Source: an optimization exercise on an open RTL-to-GDS flow (aim: small area, a short achievable clock period and few clock cycles). Production flows keep margins and buffers that such runs may drop. Only simulation tests tie the RTL to the original design; equivalence was not proved. Power is estimated from default activity; no workload was simulated.

[flow/flow/run.sh]
#!/bin/bash
# The standard layout, with buf_4 as the buffer on every port in place of
# the default choice (a slow delay cell), and gain-based early gate sizing
# before the design-rule repair after placement.
set -euo pipefail
export BUFFER_PORTS_ARGS="-buffer_cell sky130_fd_sc_hd__buf_4"
export EARLY_SIZING_CAP_RATIO=0.2
bash standard.sh finish > standard.log 2>&1
[flow/standard.sh]
#!/bin/bash
# synth_recipe.tcl (not shown) runs the flow's synth.tcl, then flattens the netlist and writes it again
# the make line also repeats each setting of config.mk as NAME=value (left out here)
make -C /OpenROAD-flow-scripts/flow DESIGN_CONFIG=/design/flow/config.mk WORK_HOME=/design/flow/orfs CLKGATE_MAP_FILE= SYNTH_SCRIPT=/design/flow/synth_recipe.tcl "${@:-finish}"
[flow/config.mk]
export PLATFORM = sky130hd
export DESIGN_NAME = processor
export DESIGN_NICKNAME = processor
export VERILOG_FILES = /design/flow/design.v
export SDC_FILE = /design/flow/constraint.sdc
export NUM_CORES = 8
export LEC_CHECK = 0
export CAP_MARGIN = 40
export CORE_MARGIN = 2
export CORE_UTILIZATION = 40
export SLEW_MARGIN = 40
[flow/constraint.sdc]
create_clock -name core_clock -period 32.0 [get_ports {clk}]
set_input_delay 6.4000 -clock core_clock [delete_from_list [all_inputs] [get_ports {clk}]]
set_output_delay 6.4000 -clock core_clock [all_outputs]
set_load 0.01 [all_outputs]
[flow/design.v]
module processor (clk,rst,imem_addr,imem_data,dmem_addr,dmem_wdata,dmem_we,dmem_re,dmem_rdata,stat);
    input clk;
    input rst;                   
    output [7:0] imem_addr;
    input [79:0] imem_data;
    output [7:0] dmem_addr;
    output [63:0] dmem_wdata;
    output dmem_we;
    output dmem_re;
    input [63:0] dmem_rdata;
    output [3:0] stat;           
    localparam [3:0] S_AOK = 4'b1000, S_HLT = 4'b0100, S_ADR = 4'b0010, S_INS = 4'b0001;
    integer i;
    reg [7:0]  pc;
    reg [6:0]  pc_hi;            
    reg        x_live;           
    reg [3:0]  x_stat;           
    reg        x_cmov, x_rm, x_mr, x_opq, x_call, x_ret, x_push, x_pop;
    reg        x_retf;           
    reg        x_ldp;            
    reg        x_stp;            
    reg        x_retx;           
    reg        x_rspb;           
    reg        x_sub, x_and, x_xor;
    reg [3:0]  x_fn;
    reg [14:0] x_selA, x_selB;   
    reg [3:0]  x_dst;
    reg        x_wmem;           
    reg [63:0] x_valC;           
    reg [8:0]  x_valP;           
    reg [7:0]  x_ag, x_ap;       
    reg        sb_valid;         
    reg [7:0]  sb_addr;
    reg [63:0] sb_data;
    reg        cc_zf, cc_lt;     
    reg        stopped;
    reg [3:0]  stop_stat;
    reg [63:0] rf [0:14];
    function cond(input [3:0] fn, input zf, input lt);
        case (fn)
            4'h0: cond = 1'b1;
            4'h1: cond = lt | zf;
            4'h2: cond = lt;
            4'h3: cond = zf;
            4'h4: cond = ~zf;
            4'h5: cond = ~lt;
            4'h6: cond = ~lt & ~zf;
            default: cond = 1'b0;
        endcase
    endfunction
    function [63:0] addsk(input [63:0] x, input [63:0] y, input cin);
        reg [63:0] g, p, G, P;
        reg [63:0] c;
        integer l, k, j;
        begin
            g = x & y; p = x ^ y;
            G = g; P = p;
            G[0] = g[0] | (p[0] & cin);
            for (l = 0; l < 6; l = l + 1)
                for (k = 0; k < 64; k = k + 1)
                    if ((k >> l) & 1) begin
                        j = ((k >> l) << l) - 1;
                        G[k] = G[k] | (P[k] & G[j]);
                        P[k] = P[k] & P[j];
                    end
            c = {G[62:0], cin};
            addsk = p ^ c;
        end
    endfunction
    reg [63:0] valA, valB;
    always @(*) begin
        valA = 64'd0;
        valB = 64'd0;
        for (i = 0; i < 15; i = i + 1) begin
            valA = valA | ({64{x_selA[i]}} & rf[i]);
            valB = valB | ({64{x_selB[i]}} & rf[i]);
        end
    end
    wire [63:0] valY = (x_opq | x_cmov) ? (valA ^ {64{x_sub}}) : x_valC;
    wire [63:0] sum = addsk(valB, valY, x_sub);
    wire [63:0] pp = valB ^ valY;
    wire [63:0] gg = valB & valY;
    wire [63:0] oo = valB | valY;
    wire [63:0] valE = x_and ? gg : x_xor ? pp : sum;
    wire zf_sum = (pp == {oo[62:0], x_sub});
    wire e_zf = x_and ? (gg == 64'd0) : x_xor ? (pp == 64'd0) : zf_sum;
    wire n63 = x_sub ? (valY[63] ^ (&valY[62:0])) : valY[63];
    wire e_lt = x_and ? gg[63] : x_xor ? pp[63] : ((n63 == valB[63]) ? valB[63] : sum[63]);
    reg  [8:0]  lo_sum;
    always @(*) begin : lo_add
        reg [7:0] G, P;
        integer l, k, j;
        G = x_ag; P = x_ap;
        for (l = 0; l < 3; l = l + 1)
            for (k = 0; k < 8; k = k + 1)
                if ((k >> l) & 1) begin
                    j = ((k >> l) << l) - 1;
                    G[k] = G[k] | (P[k] & G[j]);
                    P[k] = P[k] & P[j];
                end
        lo_sum = {G[7], x_ap ^ {G[6:0], 1'b0}};
    end
    wire        sum_ok = (pp[8] == lo_sum[8]) & (pp[63:9] == oo[62:8]);
    wire        x_addr_rsp = x_pop | x_ret;
    wire        x_memop = x_rm | x_mr | x_call | x_ret | x_push | x_pop;
    wire        addr_ok = x_addr_rsp ? (valB[63:8] == 56'd0) : sum_ok;
    wire        mem_bad = x_memop & ~addr_ok;
    wire x_go = x_live & ~stopped & (x_stat == S_AOK);
    wire port_ld = x_ldp & ~stopped;
    wire ret_rd = ~sb_valid & ~x_rspb;
    assign dmem_addr  = port_ld ? lo_sum[7:0] : sb_valid ? sb_addr : rf[4][7:0];
    assign dmem_wdata = sb_data;
    assign dmem_we    = sb_valid & ~port_ld;
    assign dmem_re    = 1'b1;
    wire [63:0] rdata = (sb_valid & (sb_addr == lo_sum[7:0])) ? sb_data : dmem_rdata;
    always @(posedge clk) begin
        if (rst)
            sb_valid <= 1'b0;
        else if (x_stp & ~stopped & addr_ok)
            sb_valid <= 1'b1;
        else if (~port_ld)
            sb_valid <= 1'b0;
    end
    always @(posedge clk) begin
        if (x_stp & ~stopped) begin
            sb_addr <= lo_sum[7:0];
            sb_data <= x_call ? {55'd0, x_valP} : valA;
        end
    end
    wire [63:0] wval = x_wmem ? rdata : valE;
    wire        w1 = x_go & (x_dst != 4'hF) & (~x_cmov | cond(x_fn, cc_zf, cc_lt));
    wire        w2 = x_go & x_pop;                   
    wire        we1 = w1;
    wire        we2 = w2;
    function [63:0] rf_init(input integer k);
        case (k)
            1: rf_init = 64'd1;   2: rf_init = 64'd2;   3: rf_init = 64'd3;
            4: rf_init = 64'd14;  7: rf_init = 64'd18;  8: rf_init = 64'd30;
            9: rf_init = 64'd20;  10: rf_init = 64'd22; 13: rf_init = 64'd1;
            14: rf_init = 64'd10;
            default: rf_init = 64'd0;
        endcase
    endfunction
    wire [63:0] wd0 = wval & {64{~rst}};
    wire [63:0] wd1 = wval | {64{rst}};
    wire [63:0] wr4 = valE & {64{~rst}};
    always @(posedge clk) begin
        for (i = 0; i < 15; i = i + 1) begin
            if (rst || (we1 && x_dst == i))
                rf[i] <= (rf_init(i) & wd1) | (~rf_init(i) & wd0);
            else if (i == 4 && we2)
                rf[i] <= wr4;
        end
    end
    always @(posedge clk) begin
        if (rst) begin
            cc_zf <= 1'b0;
            cc_lt <= 1'b0;
        end else if (x_go & x_opq) begin
            cc_zf <= e_zf;
            cc_lt <= e_lt;
        end
    end
    always @(posedge clk) begin
        if (rst) begin
            stopped <= 1'b0;
            stop_stat <= S_AOK;
        end else if (x_live & ~stopped & ((x_stat != S_AOK) | mem_bad)) begin
            stopped <= 1'b1;
            stop_stat <= (x_stat != S_AOK) ? x_stat : S_ADR;
        end
    end
    assign stat = stopped ? stop_stat : (x_live ? x_stat : S_AOK);
    assign imem_addr = pc;
    wire [3:0]  f_icode = imem_data[79:76];
    wire [3:0]  f_ifun  = imem_data[75:72];
    wire [3:0]  f_rA    = imem_data[71:68];
    wire [3:0]  f_rB    = imem_data[67:64];
    wire [63:0] f_valC  = imem_data[63:0];
    wire [63:0] f_dest  = imem_data[71:8];
    wire pc_bad = |pc_hi;
    wire f_ok = ~pc_bad & (f_icode != 4'h0) & (f_icode < 4'hC);
    wire [3:0] f_stat = pc_bad ? S_ADR : (f_icode >= 4'hC) ? S_INS :
                        (f_icode == 4'h0) ? S_HLT : S_AOK;
    wire f_cmov = f_icode == 4'h2;
    wire f_opq  = f_icode == 4'h6;
    wire f_call = f_icode == 4'h8;
    wire f_usesA = f_cmov | (f_icode == 4'h4) | f_opq | (f_icode == 4'hA);
    wire f_usesB = (f_icode == 4'h4) | (f_icode == 4'h5) | f_opq;
    wire f_stack = f_call | (f_icode == 4'h9) | (f_icode == 4'hA) | (f_icode == 4'hB);
    wire f_down  = f_call | (f_icode == 4'hA);
    reg [7:0] rdB;
    always @(*) begin
        rdB = 8'd0;
        for (i = 0; i < 15; i = i + 1)
            rdB = rdB | ({8{f_rB == i}} & rf[i][7:0]);
    end
    wire [7:0] fwdB = (w1 & (f_rB == x_dst)) ? wval[7:0] : (w2 & (f_rB == 4'd4)) ? valE[7:0] : rdB;
    wire [7:0] fwdS = (w1 & (x_dst == 4'd4)) ? wval[7:0] : w2 ? valE[7:0] : rf[4][7:0];
    wire [7:0] f_ab = f_stack ? fwdS : fwdB;
    wire [7:0] f_aoff = f_down ? 8'hF8 : f_stack ? 8'h00 : f_valC[7:0];
    wire nz = (x_live & x_opq) ? e_zf : cc_zf;
    wire nl = (x_live & x_opq) ? e_lt : cc_lt;
    wire f_taken = f_call | ((f_icode == 4'h7) & cond(f_ifun, nz, nl));
    wire f_retf = f_ok & (f_icode == 4'h9) & ret_rd;
    function [6:0] hi7(input [63:0] v);
        integer k;
        for (k = 0; k < 7; k = k + 1)
            hi7[k] = |v[8*k+8 +: 8];
    endfunction
    wire [8:0] pc1  = {1'b0, pc} + 9'd1;
    wire [8:0] pc2  = {1'b0, pc} + 9'd2;
    wire [8:0] pc9  = {1'b0, pc} + 9'd9;
    wire [8:0] pc10 = {1'b0, pc} + 9'd10;
    reg  [8:0] f_valP;
    always @(*) begin
        case (f_icode)
            4'h2, 4'h6, 4'hA, 4'hB: f_valP = pc2;
            4'h3, 4'h4, 4'h5: f_valP = pc10;
            4'h7, 4'h8: f_valP = pc9;
            default: f_valP = pc1;
        endcase
    end
    always @(posedge clk) begin
        if (rst) begin
            pc <= 8'd0;
            pc_hi <= 7'd0;
        end else if (x_retx) begin
            pc <= rdata[7:0];
            pc_hi <= hi7(rdata);
        end else if (f_retf) begin
            pc <= dmem_rdata[7:0];
            pc_hi <= hi7(dmem_rdata);
        end else if (f_taken) begin
            pc <= f_dest[7:0];
            pc_hi <= hi7(f_dest);
        end else begin
            pc <= f_valP[7:0];
            pc_hi <= {6'd0, f_valP[8]};
        end
    end
    always @(posedge clk) begin
        if (rst)
            x_live <= 1'b0;
        else
            x_live <= ~x_retx;
    end
    wire f_go = ~rst & ~x_retx & f_ok;       
    always @(posedge clk) begin
        x_ldp  <= f_go & ((f_icode == 4'h5) | (f_icode == 4'hB) | ((f_icode == 4'h9) & ~f_retf));
        x_stp  <= f_go & ((f_icode == 4'h4) | (f_icode == 4'hA) | f_call);
        x_retx <= f_go & (f_icode == 4'h9) & ~f_retf;
        x_rspb <= f_go & ((f_icode == 4'h4) | (f_icode == 4'h5) | f_stack |
                          (((f_icode == 4'h2) | (f_icode == 4'h3) | f_opq) & (f_rB == 4'd4)));
    end
    always @(posedge clk) begin
        x_stat  <= f_stat;
        x_cmov  <= f_ok & f_cmov;
        x_rm    <= f_ok & (f_icode == 4'h4);
        x_mr    <= f_ok & (f_icode == 4'h5);
        x_opq   <= f_ok & f_opq;
        x_call  <= f_ok & f_call;
        x_ret   <= f_ok & (f_icode == 4'h9);
        x_retf  <= f_retf;
        x_push  <= f_ok & (f_icode == 4'hA);
        x_pop   <= f_ok & (f_icode == 4'hB);
        x_sub   <= f_opq & (f_ifun[1:0] == 2'd1);
        x_and   <= f_opq & (f_ifun[1:0] == 2'd2);
        x_xor   <= f_opq & (f_ifun[1:0] == 2'd3);
        x_fn    <= f_ifun;
        for (i = 0; i < 15; i = i + 1) begin
            x_selA[i] <= f_usesA & (f_rA == i);
            x_selB[i] <= f_stack ? (i == 4) : f_usesB & (f_rB == i);
        end
        case (f_icode)
            4'h2, 4'h3, 4'h6: x_dst <= f_rB;
            4'h5, 4'hB:       x_dst <= f_rA;
            4'h8, 4'h9, 4'hA: x_dst <= 4'd4;
            default:          x_dst <= 4'hF;
        endcase
        x_wmem <= (f_icode == 4'h5) | (f_icode == 4'hB);
        x_valC <= f_down ? 64'hFFFF_FFFF_FFFF_FFF8 : f_stack ? 64'd8 : f_valC;
        x_valP <= f_valP;
        x_ag   <= f_ab & f_aoff;
        x_ap   <= f_ab ^ f_aoff;
    end
endmodule
==> impl_metrics.yaml, run 1 <==
global_routing:
  grt_pass1_vias: 49900
  grt.total_usage_pct: 38.6
  antenna_found_initial: 11
  grt_pass1_wl_um: 409000
  grt_max_degree: 91
  grt_overflow: 0
clocking:
  ctsResizeCount: 0
  clk_pin_slew_ps: 60
  root_buffer: "clkbuf_16"
  numCtsBuffers: 133
  cts-hold-fix-buffers: 0
  worstSkewPairLatency_ps: 820
  htreeDepth: 4
  cts_tree: "built"
  cts_setup_buffers: 0
  clkSinkCount: 1203
  clockBufferDepth: 3
floorplan:
  die_h_um: 391
  ios: 232
  coreArea_mm2: 0.149
  start_util_pct: 40.2
  die_w_um: 391
  fp-row-count: 142
  die_area_mm2: 0.153
critical_path:
  path_delay_family: "compound AO/OA/AOI/OAI gates"
  crit_path_end: "dmem_addr[7]"
  worst-path-stages: 11
  regToRegSetupSlack_ps: 23380
  worst-path-buf-inv: 1
  cp_cell_sequence: "ha_1 > o21a_1 > o21ai_0 > a21boi_0 > o21ai_0 > a21boi_0 > o21a_1 > nor2_1 > nand2_1 > o21ai_0 > buf_4"
  cp.arrival_ps: 3020
  slowest_delay_ps: 300
  cp-end-kind: "output pin"
  cp-start-kind: "register"
  cp_max_fo: 3
  reg2reg_depth: 21
  crit_required_ps: 25600
  critical_path_class: "reg -> out"
  reg2reg_from: "x_selA[6]$_DFF_P_"
  crit_slowest_cell: "dfxtp_1"
  r2r-end: "pc_hi[2]$_SDFF_PP0_"
  cp_common_cell: "o21ai_0"
  crit_start: "x_ap[1]$_DFF_P_"
pwr:
  p_leak_nw: 25.3
  vdd_drop_max_uv: 56.4
  p_per_area_mw_per_mm2: 64.6
  power_mw: 4.45
drt:
  drc: 0
  ant_nets: 0
  drt-initial-drc-count: 11200
  via_per_inst: 7.24
  first_pass_iters: 13
  wirelength_um: 305000
  num_vias: 53200
  wire_per_inst_um: 41.5
logic_synthesis:
  avgSynthCellArea_um2: 11.8
  ys_warn_count: 2
  synth-seq-area-share_pct: 57.4
  synthTopCellsByArea: "edfxtp_1 (52%), a22oi_1 (8.4%), dfxtp_1 (5.7%)"
  ys_seq_elements: 1203
  syn_nets: 5382
  yosysTopAreaCell: "edfxtp_1"
  synth_flop_cell: "edfxtp_1"
  synth_edf_count: 1032
  synth_area_mm2: 0.0600
  synthDistinctLibCells: 85
  ys_async_sr_fraction_pct: 0
  netlist_instances: 5087
  synth_top_area_share_pct: 51.6
timing:
  slew_violations: 0
  fin_crit_ps: 9420
  max_slew.worst_pin.slew_ps: 1080
  tns_ps: 0
  clock.fmax_mhz: 106
  hold_slack_ps: 491
  fin_crit_sh_pct: 29.4
  slew_headroom_pct: 27.7
  final.setup_skew_ps: 30.6
  final-hold-violation-count: 0
  finalWorstSetupSlack_ps: 22580
  setup_viol: 0
  rsz0062_at_grt: "no"
worst_hold_path:
  hp-class: "reg -> reg"
layout:
  design_area_mm2: 0.0689
  finalNonFillerCells: 7340
  drive_gt1_share_pct: 15.2
  final-seq-area_mm2: 0.0345
  fin_nets: 5504
  fillers: 13400
  multiInputGateArea_mm2: 0.0239
  synthToLayoutAreaGrowth_pct: 14.8
  final_core_util_pct: 46.1
place:
  io_buffers: 230
  post-place-ws_ps: 22610
  placed_cell_area_mm2: 0.0644
  dp.cells: 7084
  place.gp.congestion: 1.08
  dp_hpwl_um: 199000
flow_run:
  drv_cap: 0
run_status:
  status: "complete, no violations"
==> state kept, by name, summed over array words and instances, names as in the netlist, 4 cells and up <==
register,flops
pc,8
pc_hi,7
rf,960
sb_addr,8
sb_data,64
stop_stat,4
x_ag,8
x_ap,8
x_dst,4
x_fn,4
x_selA,15
x_selB,15
x_stat,4
x_valC,64
x_valP,9
==> placed cells by master (no fill, tap or decap), types with 28 or more instances in the layout <==
cell	n
edfxtp_1	1032
a22oi_1	671
buf_4	360
nor2_1	332
nand2_1	197
a21oi_1	181
inv_1	160
ha_1	142
clkbuf_16	137
dfxtp_1	136
nand4_1	133
a222oi_1	128
nand3_1	115
mux2i_1	101
xor2_1	96
o21ai_0	90
a21o_1	83
a31oi_1	80
nor4_1	74
a22o_1	72
nor3_1	66
and3_1	62
a221oi_1	61
a211oi_1	50
mux2_2	46
xnor2_1	43
nor2_2	37
nand4b_1	35
dfxtp_4	32
clkinv_1	31
clkbuf_1	28
==> power by group <==
part           switching (mW)  internal, mW
combinational           0.559         0.225
sequential              0.150          1.98
clock                   0.674         0.856
total                    1.38          3.06
==> final cells by class <==
cell class	instances	area share, %
Sequential cell	1203	50.1
Clock buffer	167	5.17
Tap cell	2016	3.66
Multi-Input combinational cell	3324	34.7
Timing Repair Buffer	383	4.42
Inverter	164	0.893
Clock inverter	77	1.03
Antenna cell	6	0.0218
==> cell usage after synthesis (all sizes together), types with 9 or more instances <==
library cell and count:
edfxtp 1032, a22oi 671, nor2 371, clkbuf 222, nand2 202, a21oi 181, buf 174, dfxtp 171
inv 162, ha 142, nand4 133, a222oi 128, nand3 115, o21ai 113, mux2i 102, xor2 96
nor4 91, a21o 84, a31oi 80, nor3 75, a22o 72, a221oi 70, and3 62, a211oi 55
mux2 46, xnor2 43, nor3b 38, nand4b 35, nor2b 27, and2 25, nand2b 25, and4 21
and3b 20, o22ai 18, o21a 16, or3 16, or2 15, o31ai 13, o211ai 10, o31a 9
==> how the worst min path moves through the flow <==
stage / from / to / cells past startpoint
after detailed placement: stop_stat[3]$_SDFFE_PP1P_ / stop_stat[3]$_SDFFE_PP1P_ / 1
after floorplan: x_ap[0]$_DFF_P_ / sb_addr[0]$_DFFE_PP_ / 0
after global routing: stop_stat[3]$_SDFFE_PP1P_ / stop_stat[3]$_SDFFE_PP1P_ / 1
after CTS: stop_stat[3]$_SDFFE_PP1P_ / stop_stat[3]$_SDFFE_PP1P_ / 1
final: stop_stat[3]$_SDFFE_PP1P_ / stop_stat[3]$_SDFFE_PP1P_ / 1
after global placement: stop_stat[3]$_SDFFE_PP1P_ / stop_stat[3]$_SDFFE_PP1P_ / 1
==> logic make-up after synthesis <==
group                    after synthesis  synth area share (%)
XOR/XNOR                             139                  2.03
multiplexers                         151                  2.68
adder cells (fa/ha/maj)              149                  3.19
other                                  1               0.00625
AND/OR/NAND/NOR                     1287                  11.3
buffers and inverters                560                  3.69
flip-flops                          1203                  57.4
AO/OA/AOI/OAI                       1597                  19.8
==> metal layers <==
metal / part of all wire [%] / global-route usage, % / vias up
met3: 17 / 16.7 / 1283
met2: 40 / 54.2 / 5456
met4: 6.5 / 20.6 / 10
li1: - / - / 20600
met5: 0.097 / 1.12 / -
met1: 36 / 50.0 / 25900
Testbench counts, summed over its fixed seeds: cycles 35,385.
==> run 2, diff against run 1 <==
--- a/flow/design.v
+++ b/flow/design.v
@@ -29,5 +29,8 @@
     reg [63:0] x_valC;           
     reg [8:0]  x_valP;           
-    reg [7:0]  x_ag, x_ap;       
+    reg [7:0]  x_ap;             
+    reg [6:0]  x_ac;             
+    reg [2:0]  x_aq;             
+    reg        x_c1;
     reg        sb_valid;         
     reg [7:0]  sb_addr;
@@ -87,18 +90,12 @@
     wire n63 = x_sub ? (valY[63] ^ (&valY[62:0])) : valY[63];
     wire e_lt = x_and ? gg[63] : x_xor ? pp[63] : ((n63 == valB[63]) ? valB[63] : sum[63]);
-    reg  [8:0]  lo_sum;
-    always @(*) begin : lo_add
-        reg [7:0] G, P;
-        integer l, k, j;
-        G = x_ag; P = x_ap;
-        for (l = 0; l < 3; l = l + 1)
-            for (k = 0; k < 8; k = k + 1)
-                if ((k >> l) & 1) begin
-                    j = ((k >> l) << l) - 1;
-                    G[k] = G[k] | (P[k] & G[j]);
-                    P[k] = P[k] & P[j];
-                end
-        lo_sum = {G[7], x_ap ^ {G[6:0], 1'b0}};
-    end
+    wire a_c2 = x_ac[0];
+    wire a_c3 = x_ac[1] | (x_ap[2] & a_c2);
+    wire a_c4 = x_ac[4] | (x_aq[0] & a_c2);
+    wire a_c5 = x_ac[2] | (x_ap[4] & a_c4);
+    wire a_c6 = x_ac[5] | (x_aq[1] & a_c4);
+    wire a_c7 = x_ac[3] | (x_ap[6] & a_c6);
+    wire a_c8 = x_ac[6] | (x_aq[2] & a_c6);
+    wire [8:0] lo_sum = {a_c8, x_ap ^ {a_c7, a_c6, a_c5, a_c4, a_c3, a_c2, x_c1, 1'b0}};
     wire        sum_ok = (pp[8] == lo_sum[8]) & (pp[63:9] == oo[62:8]);
     wire        x_addr_rsp = x_pop | x_ret;
@@ -200,4 +197,6 @@
     wire [7:0] f_ab = f_stack ? fwdS : fwdB;
     wire [7:0] f_aoff = f_down ? 8'hF8 : f_stack ? 8'h00 : f_valC[7:0];
+    wire [7:0] f_ag = f_ab & f_aoff;
+    wire [7:0] f_ap = f_ab ^ f_aoff;
     wire nz = (x_live & x_opq) ? e_zf : cc_zf;
     wire nl = (x_live & x_opq) ? e_lt : cc_lt;
@@ -282,6 +281,10 @@
         x_valC <= f_down ? 64'hFFFF_FFFF_FFFF_FFF8 : f_stack ? 64'd8 : f_valC;
         x_valP <= f_valP;
-        x_ag   <= f_ab & f_aoff;
-        x_ap   <= f_ab ^ f_aoff;
+        x_ap   <= f_ap;
+        x_c1   <= f_ag[0];
+        x_ac   <= {f_ag[7] | (f_ap[7] & f_ag[6]), f_ag[5] | (f_ap[5] & f_ag[4]),
+                   f_ag[3] | (f_ap[3] & f_ag[2]), f_ag[6], f_ag[4], f_ag[2],
+                   f_ag[1] | (f_ap[1] & f_ag[0])};
+        x_aq   <= {f_ap[7] & f_ap[6], f_ap[5] & f_ap[4], f_ap[3] & f_ap[2]};
     end
 endmodule
==> flow/flow/run.sh (replaced) <==
#!/bin/bash
# The standard layout, with buf_4 as the buffer on every port in place of
# the default choice (a slow delay cell).
set -euo pipefail
export BUFFER_PORTS_ARGS="-buffer_cell sky130_fd_sc_hd__buf_4"
bash standard.sh finish > standard.log 2>&1
--- a/flow/config.mk
+++ b/flow/config.mk
@@ -8,4 +8,6 @@
 export CAP_MARGIN = 40
 export CORE_MARGIN = 2
-export CORE_UTILIZATION = 40
+export CORE_UTILIZATION = 55
+export CTS_CLUSTER_DIAMETER = 110
+export CTS_CLUSTER_SIZE = 24
 export SLEW_MARGIN = 40
==> impl_metrics.yaml, run 2 <==
run_status:
  status: "complete, no violations"
drt:
  via_per_inst: 8.01
  wirelength_um: 282000
  first_pass_iters: 15
  drc: 0
  wire_per_inst_um: 43.1
  ant_nets: 0
  drt-initial-drc-count: 12700
  num_vias: 52400
critical_path:
  worst-path-buf-inv: 2
  slowest_delay_ps: 700
  reg2reg_depth: 18
  r2r-end: "rf[4][63]$_DFFE_PP_"
  cp_cell_sequence: "buf_4 > nand2b_4 > buf_4 > or3_1 > or3_1 > nor2_1 > a21oi_1 > o221a_2 > o31ai_1 > o21ba_2"
  regToRegSetupSlack_ps: 23770
  worst-path-stages: 10
  crit_start: "imem_data[78]"
  cp.arrival_ps: 9670
  critical_path_class: "in -> reg"
  cp_max_fo: 60
  crit_path_end: "pc[1]$_SDFF_PP0_"
  cp-start-kind: "primary input"
  crit_required_ps: 32670
  crit_slowest_cell: "buf_4"
  path_delay_family: "simple AND/OR/NAND/NOR gates"
  reg2reg_from: "x_opq$_DFF_P_"
  cp-end-kind: "register"
global_routing:
  grt.total_usage_pct: 49.4
  grt_pass1_vias: 48500
  grt_max_degree: 70
  antenna_found_initial: 20
  grt_overflow: 0
  grt_pass1_wl_um: 384000
timing:
  slew_violations: 0
  max_slew.worst_pin.slew_ps: 1050
  fin_crit_sh_pct: 28.1
  finalWorstSetupSlack_ps: 23000
  clock.fmax_mhz: 111
  rsz0062_at_grt: "no"
  tns_ps: 0
  slew_headroom_pct: 29.9
  final-hold-violation-count: 0
  setup_viol: 0
  fin_crit_ps: 9000
  final.setup_skew_ps: 45.0
layout:
  drive_gt1_share_pct: 13.5
  top_register: "rf"
  fillers: 8619
  largest_reg_flops: 960
  fin_nets: 5396
  synthToLayoutAreaGrowth_pct: 8.77
  layout_commonest_cell: "edfxtp_1"
  reg_top3: "rf: 960 flops, sb_data: 64 flops, x_valC: 64 flops"
  final_cell_mix: "edfxtp_1 (1032), a22oi_1 (782), buf_4 (367)"
clocking:
  clk_pin_slew_ps: 100
  cts-hold-fix-buffers: 0
  cts_setup_buffers: 0
  cts_tree: "built"
  clkSinkCount: 1206
  worstSkewPairLatency_ps: 740
  htreeDepth: 2
  root_buffer: "clkbuf_16"
  clockBufferDepth: 3
  numCtsBuffers: 56
  ctsResizeCount: 0
floorplan:
  fp-row-count: 120
  die_h_um: 334
  die_w_um: 334
  coreArea_mm2: 0.107
  ios: 232
  die_area_mm2: 0.111
  start_util_pct: 55.6
pwr:
  vdd_drop_max_uv: 59.7
  p_leak_nw: 23.9
  p_per_area_mw_per_mm2: 57.6
logic_synthesis:
  ys_top_cells_by_count: "edfxtp_1 (1032), a22oi_1 (782), nor2_1 (324)"
  synthMuxAreaShare_pct: 2.53
  synth_flop_cell: "edfxtp_1"
  ys_seq_elements: 1206
  ys_async_sr_fraction_pct: 0
  yosysTopAreaCell: "edfxtp_1"
  synth_edf_count: 1032
  synth_top_family_by_area: "compound AO/OA/AOI/OAI gates"
  syn_nets: 5352
  synth_fa_ha_area_share_pct: 3.21
  avgSynthCellArea_um2: 11.8
  synth_compound_area_share_pct: 20.5
  synth-seq-area-share_pct: 57.7
  synthTopCellsByArea: "edfxtp_1 (52%), a22oi_1 (9.8%), dfxtp_1 (5.8%)"
  post-synth-top-count-cell: "edfxtp_1"
  netlist_instances: 5057
  synth_xor_area_share_pct: 2.01
  synth_area_mm2: 0.0597
  synth-simple-area-share_pct: 10.4
  ys_warn_count: 2
  synthDistinctLibCells: 83
  synth_top_area_share_pct: 51.9
place:
  dp_hpwl_um: 189000
  place.gp.congestion: 1.09
  post-place-ws_ps: 22420
  io_buffers: 230
flow_run:
  drv_cap: 0
worst_hold_path:
  hp-class: "reg -> reg"
  hp-start: "stop_stat[0]$_SDFFE_PP0P_"
## run 2: cell count changes after synthesis, moves of 49 or more
cell,previous run,this run
clkbuf_1,222,273
xor2_1,96,36
a22oi_1,671,782
o221a_2,0,61
a22o_1,72,16
buf_2,83,26
xnor2_1,43,101
a221oi_1,61,12
a31oi_1,80,18
## run 2: final cells by class
| type | instances | area (um2) | share of cell area [%] |
|---|---|---|---|
| clock inverters | 6 | 51.3 | 0.0790 |
| repair buffers | 375 | 2860 | 4.40 |
| diodes | 3 | 7.51 | 0.0116 |
| well taps | 1403 | 1760 | 2.70 |
| multi-input cells | 3296 | 23600 | 36.3 |
| inverters | 166 | 623 | 0.959 |
| clock buffers | 87 | 1520 | 2.34 |
| flip-flops and latches | 1206 | 34600 | 53.2 |
## run 2: how the worst min path moves through the flow
stage	end	slack (ps)	cells after the start
floorplan	sb_addr[0]$_DFFE_PP_	450	0
global placement	stop_stat[2]$_SDFFE_PP0P_	460	2
detailed placement	stop_stat[0]$_SDFFE_PP0P_	460	2
CTS	stop_stat[0]$_SDFFE_PP0P_	480	2
global route	stop_stat[0]$_SDFFE_PP0P_	500	2
finish	stop_stat[0]$_SDFFE_PP0P_	480	2
## run 2: per-layer routing
layer	part of all wire (%)	GRT usage [%]	vias to the layer above
met1	35	65.9	25100
li1	-	-	20200
met2	40	68.1	5731
met3	18	18.9	1409
met5	0.063	0	-
met4	7.7	29.4	26
## run 2: cells by family (layout without fill, tap and decap cells)
kind of cell,Yosys count,in the layout
flip-flops,1206,1206
buffers and inverters,555,634
adder cells (fa/ha/maj),149,149
AND/OR/NAND/NOR,1231,1231
XOR/XNOR,137,137
AO/OA/AOI/OAI,1634,1634
multiplexers,144,144
other,1,4
## run 2: power by group
group / internal, mW / total, mW / switching, mW
Combinational: 0.235 / 0.775 / 0.540
Clock: 0.330 / 0.827 / 0.498
Sequential: 1.99 / 2.14 / 0.156
## run 2: through the flow
step           hold WS (ps)  cell area, um2  util, %  power [mW]  cells
6_report                483           65000     60.5        3.75   6542
3_5_place_dp            463           63300     59.0        2.89   6445
2_1_floorplan           450           59700        -        2.53   5057
5_1_grt                 500           65000     60.5        3.82   6539
4_1_cts                 477           64900     60.4        3.68   6538
3_3_place_gp            459           63100     58.8        2.88   6443
## run 2: worst reg2reg max path: cells and delay by family, from the launching register on
family	cells	cell delay, ps
fa+ha+maj	1	470
flops	1	440
compound gates	11	3910
buf+inv	1	520
simple gates	5	2750
Testbench counts of run 2, summed over its fixed seeds: cycles 35,385.
==> run 3, diff against run 2 <==
--- a/flow/config.mk
+++ b/flow/config.mk
@@ -11,3 +11,4 @@
 export CTS_CLUSTER_DIAMETER = 110
 export CTS_CLUSTER_SIZE = 24
+export PLACE_DENSITY = 0.75
 export SLEW_MARGIN = 40
==> impl_metrics.yaml, run 3 <==
place:
  dp.cells: 6419
  dp_hpwl_um: 176000
  place.gp.congestion: 1.12
  placed_cell_area_mm2: 0.0630
  post-place-ws_ps: 22700
  io_buffers: 230
timing:
  hold_slack_ps: 483
  setup_viol: 0
  max_slew.worst_pin.slew_ps: 1060
  final.setup_skew_ps: 45.8
  final-hold-violation-count: 0
  fin_crit_sh_pct: 27.6
  fin_crit_ps: 8830
  slew_headroom_pct: 29.6
  rsz0062_at_grt: "no"
  finalWorstSetupSlack_ps: 23170
  slew_violations: 0
  clock.fmax_mhz: 113
  tns_ps: 0
logic_synthesis:
  syn_nets: 5352
  synthDistinctLibCells: 83
  netlist_instances: 5057
  yosysTopAreaCell: "edfxtp_1"
  synthTopCellsByArea: "edfxtp_1 (52%), a22oi_1 (9.8%), dfxtp_1 (5.8%)"
  synth_flop_cell: "edfxtp_1"
  synth_edf_count: 1032
  ys_seq_elements: 1206
  ys_top_cells_by_count: "edfxtp_1 (1032), a22oi_1 (782), nor2_1 (324)"
  ys_warn_count: 2
  synth-seq-area-share_pct: 57.7
  post-synth-top-count-cell: "edfxtp_1"
  synth_top_area_share_pct: 51.9
  ys_async_sr_fraction_pct: 0
  synth_area_mm2: 0.0597
  avgSynthCellArea_um2: 11.8
layout:
  reg_top3: "rf: 960 flops, sb_data: 64 flops, x_valC: 64 flops"
  layout_commonest_cell: "edfxtp_1"
  largest_reg_flops: 960
  fin_nets: 5375
  synthToLayoutAreaGrowth_pct: 8.62
  drive_gt1_share_pct: 13.2
  top_register: "rf"
  final_core_util_pct: 60.4
  finalNonFillerCells: 6523
  final_cell_mix: "edfxtp_1 (1032), a22oi_1 (782), buf_4 (345)"
  design_area_mm2: 0.0649
clocking:
  numCtsBuffers: 58
  clockBufferDepth: 3
  clk_pin_slew_ps: 100
  ctsResizeCount: 0
  cts_setup_buffers: 0
  clkSinkCount: 1206
  htreeDepth: 2
  cts_tree: "built"
  root_buffer: "clkbuf_16"
  cts-hold-fix-buffers: 0
  worstSkewPairLatency_ps: 760
drt:
  via_per_inst: 8.15
  first_pass_iters: 16
  drt-initial-drc-count: 12800
  drc: 0
  ant_nets: 0
  wirelength_um: 277000
  wire_per_inst_um: 42.4
  num_vias: 53200
floorplan:
  die_area_mm2: 0.111
  die_h_um: 334
  die_w_um: 334
  fp-row-count: 120
  start_util_pct: 55.6
  coreArea_mm2: 0.107
  ios: 232
critical_path:
  regToRegSetupSlack_ps: 24150
  cp-end-kind: "output pin"
  cp.arrival_ps: 2430
  crit_required_ps: 25600
  critical_path_class: "reg -> out"
  cp_max_fo: 3
  reg2reg_from: "x_selA[3]$_DFF_P_"
  cp-start-kind: "register"
  reg2reg_depth: 21
  r2r-end: "rf[3][44]$_DFFE_PP_"
global_routing:
  grt_overflow: 0
  grt_pass1_vias: 49300
  grt_max_degree: 101
  grt_pass1_wl_um: 378000
  antenna_found_initial: 11
  grt.total_usage_pct: 48.2
pwr:
  p_leak_nw: 23.8
  power_mw: 3.75
  p_per_area_mw_per_mm2: 57.9
  vdd_drop_max_uv: 48.2
run_status:
  status: "complete, no violations"
worst_hold_path:
  hp-class: "reg -> reg"
  hp-start: "stop_stat[0]$_SDFFE_PP0P_"
  whs_path_depth: 2
  hold-path-endpoint: "stop_stat[0]$_SDFFE_PP0P_"
flow_run:
  drv_cap: 0
run 3: area by class of cell:
| class | instances | area [um2] |
|---|---|---|
| fillers | 8509 | 42500 |
| flip-flops and latches | 1206 | 34600 |
| multi-input cells | 3296 | 23500 |
| repair buffers | 352 | 2680 |
| well taps | 1403 | 1760 |
| clock buffers | 81 | 1560 |
| inverters | 166 | 623 |
| clock inverters | 9 | 108 |
| diodes | 10 | 25.0 |
run 3: how the worst max path moves through the flow:
stage | from | cells after the start | to
after floorplan | rst | 5 | rf[1][0]$_DFFE_PP_
after global placement | imem_data[78] | 10 | pc[1]$_SDFF_PP0_
after detailed placement | rst | 6 | rf[12][1]$_DFFE_PP_
after CTS | x_ac[0]$_DFF_P_ | 8 | dmem_addr[7]
after global routing | x_ac[0]$_DFF_P_ | 8 | dmem_addr[7]
final | x_ac[0]$_DFF_P_ | 8 | dmem_addr[7]
run 3: cells by family after synthesis:
logic type	count (synthesis)	share of synthesized area, %
xor gates and xnor gates	137	2.01
buffers and inverters	555	3.62
muxes	144	2.53
DFF	1206	57.7
AOI/OAI and AO/OA	1634	20.5
other	1	0.00628
and+or+nand+nor	1231	10.4
adders and majority gates	149	3.21
run 3: layer usage:
layer	vias up	global-route usage, %	part of all wire [%]
li1	20100	-	-
met1	25100	59.7	32
met2	6265	65.3	39
met3	1681	25.1	20
met4	14	31.5	9.1
met5	-	0.347	0.049
run 3: report_power, final:
part           internal (mW)  switching, mW  total, mW
sequential              1.99          0.155       2.14
combinational          0.234          0.517      0.752
clock                  0.346          0.515      0.861
total                   2.57           1.19       3.75
run 3: critical path: stages (launching register included):
cell and delay (ps):
dfxtp_1 340, a21o_1 210, a21o_1 210, ha_1 180, nor2_1 120, xnor2_1 260, nand2_1 90, o21ai_0 120
buf_4 160
==> run 4, diff against run 3 <==
--- a/flow/config.mk
+++ b/flow/config.mk
@@ -8,7 +8,6 @@
 export CAP_MARGIN = 40
 export CORE_MARGIN = 2
-export CORE_UTILIZATION = 55
+export CORE_UTILIZATION = 40
 export CTS_CLUSTER_DIAMETER = 110
 export CTS_CLUSTER_SIZE = 24
-export PLACE_DENSITY = 0.75
 export SLEW_MARGIN = 40
==> impl_metrics.yaml, run 4 <==
timing:
  tns_ps: 0
  rsz0062_at_grt: "no"
  setup_viol: 0
  clock.fmax_mhz: 112
  final-hold-violation-count: 0
  hold_slack_ps: 482
  slew_headroom_pct: 30.9
  fin_crit_sh_pct: 28.0
  max_slew.worst_pin.slew_ps: 1030
  fin_crit_ps: 8950
  final.setup_skew_ps: 38.6
  finalWorstSetupSlack_ps: 23050
  slew_violations: 0
clocking:
  cts_tree: "built"
  numCtsBuffers: 56
  cts-hold-fix-buffers: 0
  clockBufferDepth: 3
  clkSinkCount: 1206
  htreeDepth: 2
  worstSkewPairLatency_ps: 750
  root_buffer: "clkbuf_16"
  ctsResizeCount: 0
  cts_setup_buffers: 0
  clk_pin_slew_ps: 110
logic_synthesis:
  ys_top_cells_by_count: "edfxtp_1 (1032), a22oi_1 (782), nor2_1 (324)"
  synth_flop_cell: "edfxtp_1"
  ys_seq_elements: 1206
  synth-simple-area-share_pct: 10.4
  synth_edf_count: 1032
  synth_xor_area_share_pct: 2.01
  synth_top_area_share_pct: 51.9
  synthTopCellsByArea: "edfxtp_1 (52%), a22oi_1 (9.8%), dfxtp_1 (5.8%)"
  synth-seq-area-share_pct: 57.7
  synthMuxAreaShare_pct: 2.53
  synth_area_mm2: 0.0597
  synthDistinctLibCells: 83
  ys_async_sr_fraction_pct: 0
  yosysTopAreaCell: "edfxtp_1"
  netlist_instances: 5057
  synth_fa_ha_area_share_pct: 3.21
  syn_nets: 5352
  avgSynthCellArea_um2: 11.8
  synth_compound_area_share_pct: 20.5
  post-synth-top-count-cell: "edfxtp_1"
  synth_top_family_by_area: "compound AO/OA/AOI/OAI gates"
  ys_warn_count: 2
place:
  post-place-ws_ps: 22380
  io_buffers: 230
  dp_hpwl_um: 193000
  place.gp.congestion: 1.07
layout:
  multiInputGateArea_mm2: 0.0236
  layout_commonest_cell: "edfxtp_1"
  reg_top3: "rf: 960 flops, sb_data: 64 flops, x_valC: 64 flops"
  fillers: 13500
  drive_gt1_share_pct: 13.8
  largest_reg_flops: 960
  top_register: "rf"
  final-seq-area_mm2: 0.0346
  final_cell_mix: "edfxtp_1 (1032), a22oi_1 (782), buf_4 (365)"
  fin_nets: 5399
  synthToLayoutAreaGrowth_pct: 10.2
worst_hold_path:
  hp-class: "reg -> reg"
drt:
  first_pass_iters: 9
  ant_nets: 0
  drt-initial-drc-count: 11300
  drc: 0
  num_vias: 51900
  wire_per_inst_um: 41.9
  wirelength_um: 296000
  via_per_inst: 7.33
floorplan:
  coreArea_mm2: 0.148
  die_w_um: 390
  ios: 232
  start_util_pct: 40.4
  die_h_um: 390
  fp-row-count: 141
  die_area_mm2: 0.152
critical_path:
  cp.arrival_ps: 9630
  cp_max_fo: 61
  cp-end-kind: "register"
  critical_path_class: "in -> reg"
  cp-start-kind: "primary input"
  crit_slowest_cell: "buf_4"
  crit_required_ps: 32680
  slowest_delay_ps: 670
  regToRegSetupSlack_ps: 24030
  cp_cell_sequence: "buf_4 > nand2b_4 > buf_4 > or3_1 > or3_1 > nor2_1 > a21oi_1 > o221a_2 > o31ai_1 > o21ba_2"
global_routing:
  grt_pass1_wl_um: 397000
  antenna_found_initial: 18
  grt.total_usage_pct: 37.4
  grt_pass1_vias: 48100
  grt_overflow: 0
  grt_max_degree: 90
pwr:
  vdd_drop_max_uv: 48.1
  p_leak_nw: 23.9
  power_mw: 3.77
  p_per_area_mw_per_mm2: 57.2
flow_run:
  drv_cap: 0
run_status:
  status: "complete, no violations"
==> run 4: kinds of logic (layout without fill, tap and decap cells) <==
kind of cell / count (synthesis) / count (layout)
compound gates: 1634 / 1634
simple gates: 1231 / 1231
buf+inv: 555 / 631
fa+ha+maj: 149 / 149
flops: 1206 / 1206
mux: 144 / 144
other cells: 1 / 13
xor+xnor: 137 / 137
==> run 4: layer usage <==
layer  routed length, um  share of wire [%]  vias to the layer above  track usage (%)
met3               48200                 16                     1170             13.9
met4               20200                6.8                       18             20.7
met2              122000                 41                     5155             53.5
li1                    -                  -                    20200                -
met5                 265              0.089                        -                0
met1              106000                 36                    25400             48.8
==> run 4: critical path, delay by kind of cell <==
family,cells,cell delay [ps]
and+or+nand+nor,4,1190
AOI/OAI and AO/OA,4,1170
buffers and inverters,2,850
==> run 4: report_power, final <==
group / leakage [nW] / internal, mW / switching (mW) / total (mW)
clock network: 0.751 / 0.332 / 0.510 / 0.842
logic: 11.2 / 0.238 / 0.542 / 0.780
registers: 12.0 / 1.99 / 0.157 / 2.14
==> run 4: path summary, 6_finish.rpt <==
check                                 start                         to  cells after the start
hold reg to reg   stop_stat[0]$_SDFFE_PP0P_  stop_stat[0]$_SDFFE_PP0P_                      2
setup / recovery              imem_data[78]           pc[1]$_SDFF_PP0_                     10
hold / removal    stop_stat[0]$_SDFFE_PP0P_  stop_stat[0]$_SDFFE_PP0P_                      2
setup reg to reg             x_cmov$_DFF_P_       rf[10][44]$_DFFE_PP_                     22
==> run 4: layout make-up <==
type,count,share of cell area (%)
timing repair buffer,378,4.49
inverter,166,0.946
sequential,1206,52.6
tap,1930,3.67
clock buffer,83,2.31
clock inverter,4,0.0570
antenna,12,0.0456
multi-input combinational,3296,35.9
==> run 4: per-stage QoR <==
stage | utilization [%] | instance area, um2 | std cells
global route | 44.5 | 65800 | 7063
detailed placement | 43.3 | 64100 | 6973
floorplan | - | 59700 | 5057
CTS | 44.3 | 65600 | 7060
finish | 44.5 | 65800 | 7075
global placement | 43.1 | 63800 | 6967
==> run 5, diff against run 4 <==
--- a/flow/design.v
+++ b/flow/design.v
@@ -28,4 +28,5 @@
     reg        x_wmem;           
     reg [63:0] x_valC;           
+    reg        x_stk, x_down;    
     reg [8:0]  x_valP;           
     reg [7:0]  x_ap;             
@@ -80,5 +81,6 @@
         end
     end
-    wire [63:0] valY = (x_opq | x_cmov) ? (valA ^ {64{x_sub}}) : x_valC;
+    wire [63:0] valY = (x_opq | x_cmov) ? (valA ^ {64{x_sub}}) :
+                       x_stk ? {{60{x_down}}, 4'b1000} : x_valC;       
     wire [63:0] sum = addsk(valB, valY, x_sub);
     wire [63:0] pp = valB ^ valY;
@@ -279,5 +281,7 @@
         endcase
         x_wmem <= (f_icode == 4'h5) | (f_icode == 4'hB);
-        x_valC <= f_down ? 64'hFFFF_FFFF_FFFF_FFF8 : f_stack ? 64'd8 : f_valC;
+        x_valC <= f_valC;
+        x_stk  <= f_stack;
+        x_down <= f_down;
         x_valP <= f_valP;
         x_ap   <= f_ap;
==> impl_metrics.yaml, run 5 <==
run_status:
  status: "complete, no violations"
critical_path:
  cp_max_fo: 28
  cp_cell_sequence: "buf_4 > inv_1 > nor2_1 > a22oi_1 > nor2_1 > a31o_2 > a2111oi_0 > a21oi_1 > mux2i_1 > a21oi_1 > ha_1 > a21o_1"
  worst-path-buf-inv: 2
  path_delay_family: "compound AO/OA/AOI/OAI gates"
  cp-end-kind: "register"
  cp-start-kind: "primary input"
  critical_path_class: "in -> reg"
  crit_required_ps: 32630
  slowest_delay_ps: 820
  cp.arrival_ps: 9610
  crit_slowest_cell: "a2111oi_0"
layout:
  top_register: "rf"
  drive_gt1_share_pct: 12.6
  synthToLayoutAreaGrowth_pct: 10.7
  reg_top3: "rf: 960 flops, sb_data: 64 flops, x_valC: 64 flops"
  final_cell_mix: "edfxtp_1 (1032), a22oi_1 (771), nor2_1 (371)"
  largest_reg_flops: 960
  fin_nets: 5525
  fillers: 13600
  layout_commonest_cell: "edfxtp_1"
timing:
  tns_ps: 0
  setup_viol: 0
  fin_crit_ps: 8980
  slew_headroom_pct: 29.7
  rsz0062_at_grt: "no"
  final.setup_skew_ps: 54.6
  slew_violations: 0
  max_slew.worst_pin.slew_ps: 1050
  hold_slack_ps: 484
  final-hold-violation-count: 0
  clock.fmax_mhz: 111
  fin_crit_sh_pct: 28.1
logic_synthesis:
  synth_top_area_share_pct: 51.9
  yosysTopAreaCell: "edfxtp_1"
  post-synth-top-count-cell: "edfxtp_1"
  synth_edf_count: 1032
  netlist_instances: 5177
  synthTopCellsByArea: "edfxtp_1 (52%), a22oi_1 (9.7%), dfxtp_1 (5.9%)"
  synth_area_mm2: 0.0597
  avgSynthCellArea_um2: 11.5
  syn_nets: 5472
  ys_top_cells_by_count: "edfxtp_1 (1032), a22oi_1 (771), nor2_1 (414)"
  synth-seq-area-share_pct: 57.8
  synth_flop_cell: "edfxtp_1"
  ys_seq_elements: 1208
  ys_async_sr_fraction_pct: 0
  synthDistinctLibCells: 89
  ys_warn_count: 2
global_routing:
  grt_pass1_vias: 49100
  grt_pass1_wl_um: 408000
  grt_overflow: 0
  grt.total_usage_pct: 38.5
  antenna_found_initial: 15
  grt_max_degree: 67
clocking:
  worstSkewPairLatency_ps: 760
  root_buffer: "clkbuf_16"
  htreeDepth: 2
  clkSinkCount: 1208
  cts_tree: "built"
  cts_setup_buffers: 0
  cts-hold-fix-buffers: 0
  clk_pin_slew_ps: 100
  clockBufferDepth: 3
  numCtsBuffers: 60
  ctsResizeCount: 0
floorplan:
  ios: 232
  start_util_pct: 40.4
  die_w_um: 390
  die_area_mm2: 0.152
  fp-row-count: 141
  coreArea_mm2: 0.148
  die_h_um: 390
worst_hold_path:
  hp-class: "reg -> reg"
drt:
  num_vias: 52500
  via_per_inst: 7.28
  wire_per_inst_um: 42.1
  drc: 0
  drt-initial-drc-count: 12400
  wirelength_um: 303000
  first_pass_iters: 12
  ant_nets: 0
pwr:
  swShare_pct: 32.3
  p_int_mw: 2.56
  p_sw_mw: 1.22
  power_frac_seq_pct: 56.0
  clkPwrFrac_pct: 24.2
  vdd_drop_max_uv: 53.5
  p_per_area_mw_per_mm2: 57.3
  p_leak_nw: 24.2
  p_comb_share_pct: 19.8
place:
  place.gp.congestion: 1.08
  io_buffers: 230
  dp_hpwl_um: 200000
flow_run:
  drv_cap: 0
run 5: cell type report:
| type | instances | area [um2] | share of cell area (%) |
|---|---|---|---|
| Inverter | 171 | 642 | 0.971 |
| Multi-Input combinational cell | 3415 | 23600 | 35.7 |
| Clock inverter | 11 | 206 | 0.312 |
| Sequential cell | 1208 | 34600 | 52.4 |
| Timing Repair Buffer | 374 | 2960 | 4.47 |
| Clock buffer | 94 | 1650 | 2.50 |
| Tap cell | 1930 | 2410 | 3.65 |
| Antenna cell | 2 | 5.00 | 0.00757 |
run 5: worst paths after layout:
path / startpoint / to / slack [ps] / cells past startpoint
hold reg to reg: stop_stat[0]$_SDFFE_PP0P_ / stop_stat[0]$_SDFFE_PP0P_ / 480 / 2
setup reg to reg: x_selA[11]$_DFF_P_ / pc_hi[6]$_SDFF_PP0_ / 23080 / 22
setup / recovery: imem_data[64] / x_ac[5]$_DFF_P_ / 23020 / 12
hold / removal: stop_stat[0]$_SDFFE_PP0P_ / stop_stat[0]$_SDFFE_PP0P_ / 480 / 2
run 5: through the flow:
step / cells / cell area [um2] / setup slack [ps] / utilization (%) / total power [mW]
4_1_cts: 7200 / 65900 / 23190 / 44.5 / 3.74
2_1_floorplan: 5177 / 59700 / 21940 / - / 2.48
3_3_place_gp: 7085 / 63700 / 22440 / 43.0 / 2.84
3_5_place_dp: 7095 / 64100 / 22430 / 43.3 / 2.85
6_report: 7205 / 66100 / 23020 / 44.7 / 3.79
5_1_grt: 7203 / 66100 / 22990 / 44.7 / 3.87
run 5: cell families after synthesis:
logic type / synth area share (%)
compound gates: 19.4
xor+xnor: 2.16
fa+ha+maj: 3.21
buf+inv: 3.76
flops: 57.8
mux: 2.29
other cells: 0.00628
simple gates: 11.4
run 5: tightest hold or removal path: stages, from the launching register on:
cell,delay (ps)
dfxtp_1,320
nand2b_1,60
a21oi_1,60
run 5: power groups by stage:
| stage | registers, mW | clock network [mW] | logic [mW] |
|---|---|---|---|
| 2_1_floorplan | 2.09 | 0 | 0.394 |
| 3_3_place_gp | 2.14 | 0 | 0.695 |
| 3_5_place_dp | 2.14 | 0 | 0.707 |
| 4_1_cts | 2.11 | 0.921 | 0.710 |
| 5_1_grt | 2.13 | 0.973 | 0.774 |
| 6_report | 2.12 | 0.917 | 0.749 |
run 5: metal layers:
metal  track usage, %  routed length, um  up-vias
li1                 -                  -    20500
met5                0                 64        -
met3             15.3              50300     1191
met2             53.8             121000     5175
met4             20.6              20600       10
met1             50.9             111000    25600
Testbench counts of run 5, summed over its fixed seeds: cycles 35,385.
==> run 6, diff against run 5 <==
--- a/flow/config.mk
+++ b/flow/config.mk
@@ -8,6 +8,7 @@
 export CAP_MARGIN = 40
 export CORE_MARGIN = 2
-export CORE_UTILIZATION = 40
+export CORE_UTILIZATION = 55
 export CTS_CLUSTER_DIAMETER = 110
 export CTS_CLUSTER_SIZE = 24
+export PLACE_DENSITY = 0.75
 export SLEW_MARGIN = 40
==> impl_metrics.yaml, run 6 <==
pwr:
  clkPwrFrac_pct: 22.9
  p_int_mw: 2.53
  power_frac_seq_pct: 57.3
  p_per_area_mw_per_mm2: 56.6
  vdd_drop_max_uv: 48.5
  swShare_pct: 31.4
  p_comb_share_pct: 19.8
  p_sw_mw: 1.16
  p_leak_nw: 24.1
layout:
  top_register: "rf"
  largest_reg_flops: 960
  fillers: 8458
  fin_nets: 5524
  reg_top3: "rf: 960 flops, sb_data: 64 flops, x_valC: 64 flops"
  design_area_mm2: 0.0651
  layout_commonest_cell: "edfxtp_1"
  drive_gt1_share_pct: 12.1
  final_core_util_pct: 60.6
  synthToLayoutAreaGrowth_pct: 8.99
  finalNonFillerCells: 6685
  final_cell_mix: "edfxtp_1 (1032), a22oi_1 (771), nor2_1 (387)"
logic_synthesis:
  synth_flop_cell: "edfxtp_1"
  ys_seq_elements: 1208
  ys_top_cells_by_count: "edfxtp_1 (1032), a22oi_1 (771), nor2_1 (414)"
  post-synth-top-count-cell: "edfxtp_1"
  synth-simple-area-share_pct: 11.4
  synth_xor_area_share_pct: 2.16
  ys_async_sr_fraction_pct: 0
  yosysTopAreaCell: "edfxtp_1"
  syn_nets: 5472
  synth_top_area_share_pct: 51.9
  synth_compound_area_share_pct: 19.4
  synthDistinctLibCells: 89
  synth_top_family_by_area: "compound AO/OA/AOI/OAI gates"
  synth_fa_ha_area_share_pct: 3.21
  synthTopCellsByArea: "edfxtp_1 (52%), a22oi_1 (9.7%), dfxtp_1 (5.9%)"
  synth_edf_count: 1032
  avgSynthCellArea_um2: 11.5
  netlist_instances: 5177
  synthMuxAreaShare_pct: 2.29
  synth-seq-area-share_pct: 57.8
  ys_warn_count: 2
  synth_area_mm2: 0.0597
run_status:
  status: "complete, no violations"
timing:
  final.setup_skew_ps: 40.2
  finalWorstSetupSlack_ps: 22970
  max_slew.worst_pin.slew_ps: 1220
  clock.fmax_mhz: 111
  slew_violations: 0
  final-hold-violation-count: 0
  fin_crit_ps: 9030
  slew_headroom_pct: 19.0
  setup_viol: 0
  tns_ps: 0
  rsz0062_at_grt: "no"
  fin_crit_sh_pct: 28.2
global_routing:
  grt_max_degree: 47
  antenna_found_initial: 14
  grt_overflow: 0
  grt.total_usage_pct: 49.6
  grt_pass1_wl_um: 386000
  grt_pass1_vias: 49900
place:
  dp_hpwl_um: 185000
  post-place-ws_ps: 22550
  placed_cell_area_mm2: 0.0633
  io_buffers: 230
  place.gp.congestion: 1.11
  dp.cells: 6571
critical_path:
  cp-start-kind: "register"
  crit_slowest_cell: "dfxtp_2"
  reg2reg_from: "x_sub$_DFF_P_"
  cp-end-kind: "register"
  critical_path_class: "reg -> reg"
  crit_start: "x_sub$_DFF_P_"
  slowest_delay_ps: 820
  cp.arrival_ps: 9720
  cp_cell_sequence: "buf_4 > inv_1 > nand2_1 > buf_4 > a21oi_1 > nor3b_1 > inv_1 > ha_1 > inv_1 > o21ai_0 > a211o_1 > o211ai_1 > o21a_1 > a211oi_1 > a21o_1 > mux2_2 > a31oi_2 > o21ai_2 > a41o_1 > or3_1 > a311oi_1 > o41a_1"
  path_delay_family: "compound AO/OA/AOI/OAI gates"
  cp_max_fo: 37
  worst-path-buf-inv: 5
  crit_required_ps: 32690
  cp_common_cell: "inv_1"
drt:
  first_pass_iters: 16
  wire_per_inst_um: 42.5
  wirelength_um: 284000
  ant_nets: 0
  num_vias: 53800
  drc: 0
  via_per_inst: 8.04
  drt-initial-drc-count: 13000
clocking:
  cts_setup_buffers: 0
  clockBufferDepth: 3
  numCtsBuffers: 56
  htreeDepth: 2
  cts-hold-fix-buffers: 0
  root_buffer: "clkbuf_16"
  ctsResizeCount: 0
  worstSkewPairLatency_ps: 740
  cts_tree: "built"
  clk_pin_slew_ps: 100
  clkSinkCount: 1208
floorplan:
  fp-row-count: 120
  die_area_mm2: 0.111
  die_w_um: 334
  coreArea_mm2: 0.107
  start_util_pct: 55.6
  ios: 232
  die_h_um: 334
worst_hold_path:
  hp-start: "stop_stat[2]$_SDFFE_PP0P_"
  hp-class: "reg -> reg"
flow_run:
  drv_cap: 0
run 6: cell count changes in the layout (fill, tap and decap cells not counted), moves of 4 or more:
cell      before  now
a211oi_4       4    0
buf_4        349  369
buf_6         14    4
buf_8          6    0
diode_2        2   17
nor2_1       371  387
nor2_2        42   26
run 6: worst paths after layout:
| check | end | slack (ps) | cells past startpoint |
|---|---|---|---|
| min | stop_stat[2]$_SDFFE_PP0P_ | 480 | 2 |
| max reg2reg | pc_hi[6]$_SDFF_PP0_ | 22970 | 22 |
| min reg2reg | stop_stat[2]$_SDFFE_PP0P_ | 480 | 2 |
| max | pc_hi[6]$_SDFF_PP0_ | 22970 | 22 |
run 6: area by class of cell:
type	instances	area, um2	area share, %
well taps	1403	1760	2.70
diodes	17	42.5	0.0653
clock buffers	91	1580	2.42
repair buffers	377	2880	4.42
flip-flops and latches	1208	34600	53.2
clock inverters	3	50.0	0.0769
inverters	171	643	0.988
multi-input cells	3415	23500	36.1
run 6: metal layers:
layer | routed length, um | share of wire [%] | GRT usage (%)
met4 | 23800 | 8.4 | 30.3
met2 | 109000 | 38 | 66.6
met1 | 93300 | 33 | 62.5
met5 | 491 | 0.17 | 3.73
met3 | 57200 | 20 | 26.1
run 6: power groups by stage:
stage	clock network, mW	registers (mW)	logic (mW)
after global placement	0	2.13	0.669
after CTS	0.831	2.10	0.682
after floorplan	0	2.09	0.394
final	0.845	2.11	0.731
after global routing	0.881	2.12	0.752
after detailed placement	0	2.13	0.679
run 6: kinds of logic (layout without fill, tap and decap cells):
group	count (synthesis)	in the layout
other cells	1	18
mux	131	131
xor+xnor	147	147
flops	1208	1208
simple gates	1418	1418
buf+inv	554	642
compound gates	1569	1569
fa+ha+maj	149	149
run 6: worst min-delay path, cell delays in order, from the launching register on:
cell,delay [ps]
dfxtp_1,320
nand2b_1,60
a21oi_1,50
run 6: stage by stage:
stage / hold WS (ps) / power, mW
after floorplan: 450 / 2.48
after global placement: 461 / 2.80
after detailed placement: 460 / 2.81
after CTS: 476 / 3.61
after global routing: 501 / 3.75
final: 475 / 3.69
==> run 7, diff against run 6 <==
--- a/flow/config.mk
+++ b/flow/config.mk
@@ -11,4 +11,3 @@
 export CTS_CLUSTER_DIAMETER = 110
 export CTS_CLUSTER_SIZE = 24
-export PLACE_DENSITY = 0.75
 export SLEW_MARGIN = 40
==> impl_metrics.yaml, run 7 <==
run_status:
  status: "complete, no violations"
layout:
  design_area_mm2: 0.0653
  synthToLayoutAreaGrowth_pct: 9.29
  layout_commonest_cell: "edfxtp_1"
  drive_gt1_share_pct: 12.5
  final_core_util_pct: 60.8
  final_cell_mix: "edfxtp_1 (1032), a22oi_1 (771), nor2_1 (376), buf_4 (376), nand2_1 (314)"
  top_register: "rf"
  fin_nets: 5539
  reg_top3: "rf: 960 flops, sb_data: 64 flops, x_valC: 64 flops"
  largest_reg_flops: 960
floorplan:
  die_w_um: 334
  fp-row-count: 120
  die_h_um: 334
  die_area_mm2: 0.111
  coreArea_mm2: 0.107
  start_util_pct: 55.6
  ios: 232
drt:
  drt-initial-drc-count: 12400
  wire_per_inst_um: 43.1
  drc: 0
  wirelength_um: 288000
  via_per_inst: 8.01
  num_vias: 53600
  ant_nets: 0
  first_pass_iters: 17
critical_path:
  crit_slowest_cell: "a2111oi_0"
  cp-end-kind: "register"
  cp_cell_sequence: "buf_4 > inv_1 > nor2_1 > a22oi_1 > nor2_1 > a31o_2 > a2111oi_0 > a21oi_1 > mux2i_1 > a21oi_1 > ha_1 > and2_1"
  slowest_delay_ps: 580
  reg2reg_from: "x_selA[3]$_DFF_P_"
  crit_required_ps: 32610
  cp_max_fo: 28
  critical_path_class: "in -> reg"
  cp-start-kind: "primary input"
  cp.arrival_ps: 9360
  r2r-end: "pc_hi[6]$_SDFF_PP0_"
  regToRegSetupSlack_ps: 23460
  reg2reg_depth: 23
clocking:
  clkSinkCount: 1208
  ctsResizeCount: 0
  cts_tree: "built"
  clk_pin_slew_ps: 90
  cts_setup_buffers: 0
  numCtsBuffers: 56
  worstSkewPairLatency_ps: 730
  cts-hold-fix-buffers: 0
  clockBufferDepth: 3
  root_buffer: "clkbuf_16"
  htreeDepth: 2
pwr:
  vdd_drop_max_uv: 63.3
  p_leak_nw: 24.2
  p_per_area_mw_per_mm2: 56.7
  power_mw: 3.70
logic_synthesis:
  synthTopCellsByArea: "edfxtp_1 (52%), a22oi_1 (9.7%), dfxtp_1 (5.9%)"
  ys_warn_count: 2
  netlist_instances: 5177
  synth-seq-area-share_pct: 57.8
  synth_edf_count: 1032
  ys_seq_elements: 1208
  post-synth-top-count-cell: "edfxtp_1"
  synth_flop_cell: "edfxtp_1"
  syn_nets: 5472
  synthDistinctLibCells: 89
  yosysTopAreaCell: "edfxtp_1"
  synth_area_mm2: 0.0597
  avgSynthCellArea_um2: 11.5
  ys_top_cells_by_count: "edfxtp_1 (1032), a22oi_1 (771), nor2_1 (414)"
  ys_async_sr_fraction_pct: 0
  synth_top_area_share_pct: 51.9
global_routing:
  grt_pass1_vias: 48800
  grt_max_degree: 110
  grt_overflow: 0
  grt_pass1_wl_um: 389000
  antenna_found_initial: 21
  grt.total_usage_pct: 50.3
worst_hold_path:
  hold-path-endpoint: "stop_stat[2]$_SDFFE_PP0P_"
  hp-start: "stop_stat[2]$_SDFFE_PP0P_"
  whs_path_depth: 2
  hp-class: "reg -> reg"
timing:
  tns_ps: 0
  setup_viol: 0
  fin_crit_sh_pct: 27.3
  clock.fmax_mhz: 114
  rsz0062_at_grt: "no"
  fin_crit_ps: 8750
  slew_headroom_pct: 32.2
  max_slew.worst_pin.slew_ps: 1010
  slew_violations: 0
  final.setup_skew_ps: 30.7
  final-hold-violation-count: 0
place:
  place.gp.congestion: 1.11
  io_buffers: 230
  dp_hpwl_um: 191000
  placed_cell_area_mm2: 0.0635
flow_run:
  drv_cap: 0
## run 7: cell counts after synthesis
Identical to the previous run, type by type.
## run 7: worst max path at each step
stage | start | end | slack [ps]
final | imem_data[64] | x_aq[1]$_DFF_P_ | 23250
after CTS | x_ac[0]$_DFF_P_ | dmem_addr[7] | 23300
after floorplan | rst | rf[1][0]$_DFFE_PP_ | 21940
after global routing | imem_data[64] | x_aq[1]$_DFF_P_ | 23120
after global placement | imem_data[64] | x_ac[5]$_DFF_P_ | 22610
after detailed placement | imem_data[64] | x_aq[1]$_DFF_P_ | 22620
## run 7: area by class of cell
cell class | count | area, um2
Fill cell | 8668 | 42100
Multi-Input combinational cell | 3415 | 23600
Timing Repair Buffer | 392 | 3070
Sequential cell | 1208 | 34600
Tap cell | 1403 | 1760
Antenna cell | 10 | 25.0
Clock buffer | 90 | 1560
Inverter | 171 | 642
Clock inverter | 2 | 36.3
## run 7: routing by layer
metal	share of wire [%]	wire length, um	vias to the layer above	global-route usage [%]
li1	-	-	20500	-
met1	34	97900	25500	65.3
met2	39	111000	6051	67.5
met3	19	55300	1523	23.6
met4	8.2	23600	24	31.3
met5	0.095	273	-	0.478
## run 7: cell families after synthesis
group                    count (synthesis)  share of synthesized area, %
adder cells (fa/ha/maj)                149                          3.21
AND/OR/NAND/NOR                       1418                          11.4
XOR/XNOR                               147                          2.16
flip-flops                            1208                          57.8
buffers and inverters                  554                          3.76
other                                    1                       0.00628
multiplexers                           131                          2.29
AO/OA/AOI/OAI                         1569                          19.4
## run 7: worst max-delay path, delay by kind of cell
kind                       cells  cell delay (ps)
AOI/OAI and AO/OA              5             1290
buffers and inverters          2              620
and+or+nand+nor                3              520
adders and majority gates      1              340
muxes                          1              180
## run 7: through the flow
step	instances	hold WS, ps	setup slack (ps)
final	6691	480	23250
after global routing	6681	518	23120
after CTS	6680	483	23300
after detailed placement	6588	470	22620
after global placement	6580	460	22610
after floorplan	5177	450	21940
## run 7: power breakdown
group | switching [mW] | internal, mW
Combinational | 0.526 | 0.218
Sequential | 0.146 | 1.97
Clock | 0.500 | 0.338

-- separate check: timing with driven ports --
No port has a modelled driver above. Below, the same layouts with a new extraction and two added sets of constraints.
Step 1 assumes that a clkbuf_16 drives the clock port and a buf_2 every other input.
Step 2 moves the port delays by t, midway between the first and last clock arrival at a register: inputs arrive t later, outputs are due t later. That takes back most of the time a late clock gives input paths.
a / b / c = ideal ports / drivers / drivers and shift; a / b = the first two.
run	shift t [ns]	setup slack, ns	hold WS [ns]	worst setup path after step 2	worst register clock-pin slew, ns
run 1	0.895	22.582 / 22.495 / 22.510	0.491 / 0.491 / 0.491	input to register	0.07 / 0.07
run 2	0.801	22.999 / 23.031 / 22.230	0.483 / 0.483 / 0.483	input to register	0.11 / 0.11
run 3	0.810	23.168 / 23.091 / 22.527	0.483 / 0.483 / 0.483	input to register	0.11 / 0.11
run 4	0.806	23.046 / 23.065 / 22.259	0.482 / 0.482 / 0.482	input to register	0.11 / 0.11
run 5	0.818	23.023 / 23.078 / 22.265	0.484 / 0.484 / 0.484	input to register	0.12 / 0.12
run 6	0.802	22.974 / 22.974 / 22.413	0.475 / 0.475 / 0.475	input to register	0.11 / 0.11
run 7	0.794	23.250 / 23.240 / 22.514	0.480 / 0.480 / 0.480	input to register	0.11 / 0.11
After both steps every run listed still meets setup and hold. The setup slack of run 4, which loses most, moves by +0.019 ns with the drivers and by -0.787 ns with both steps.
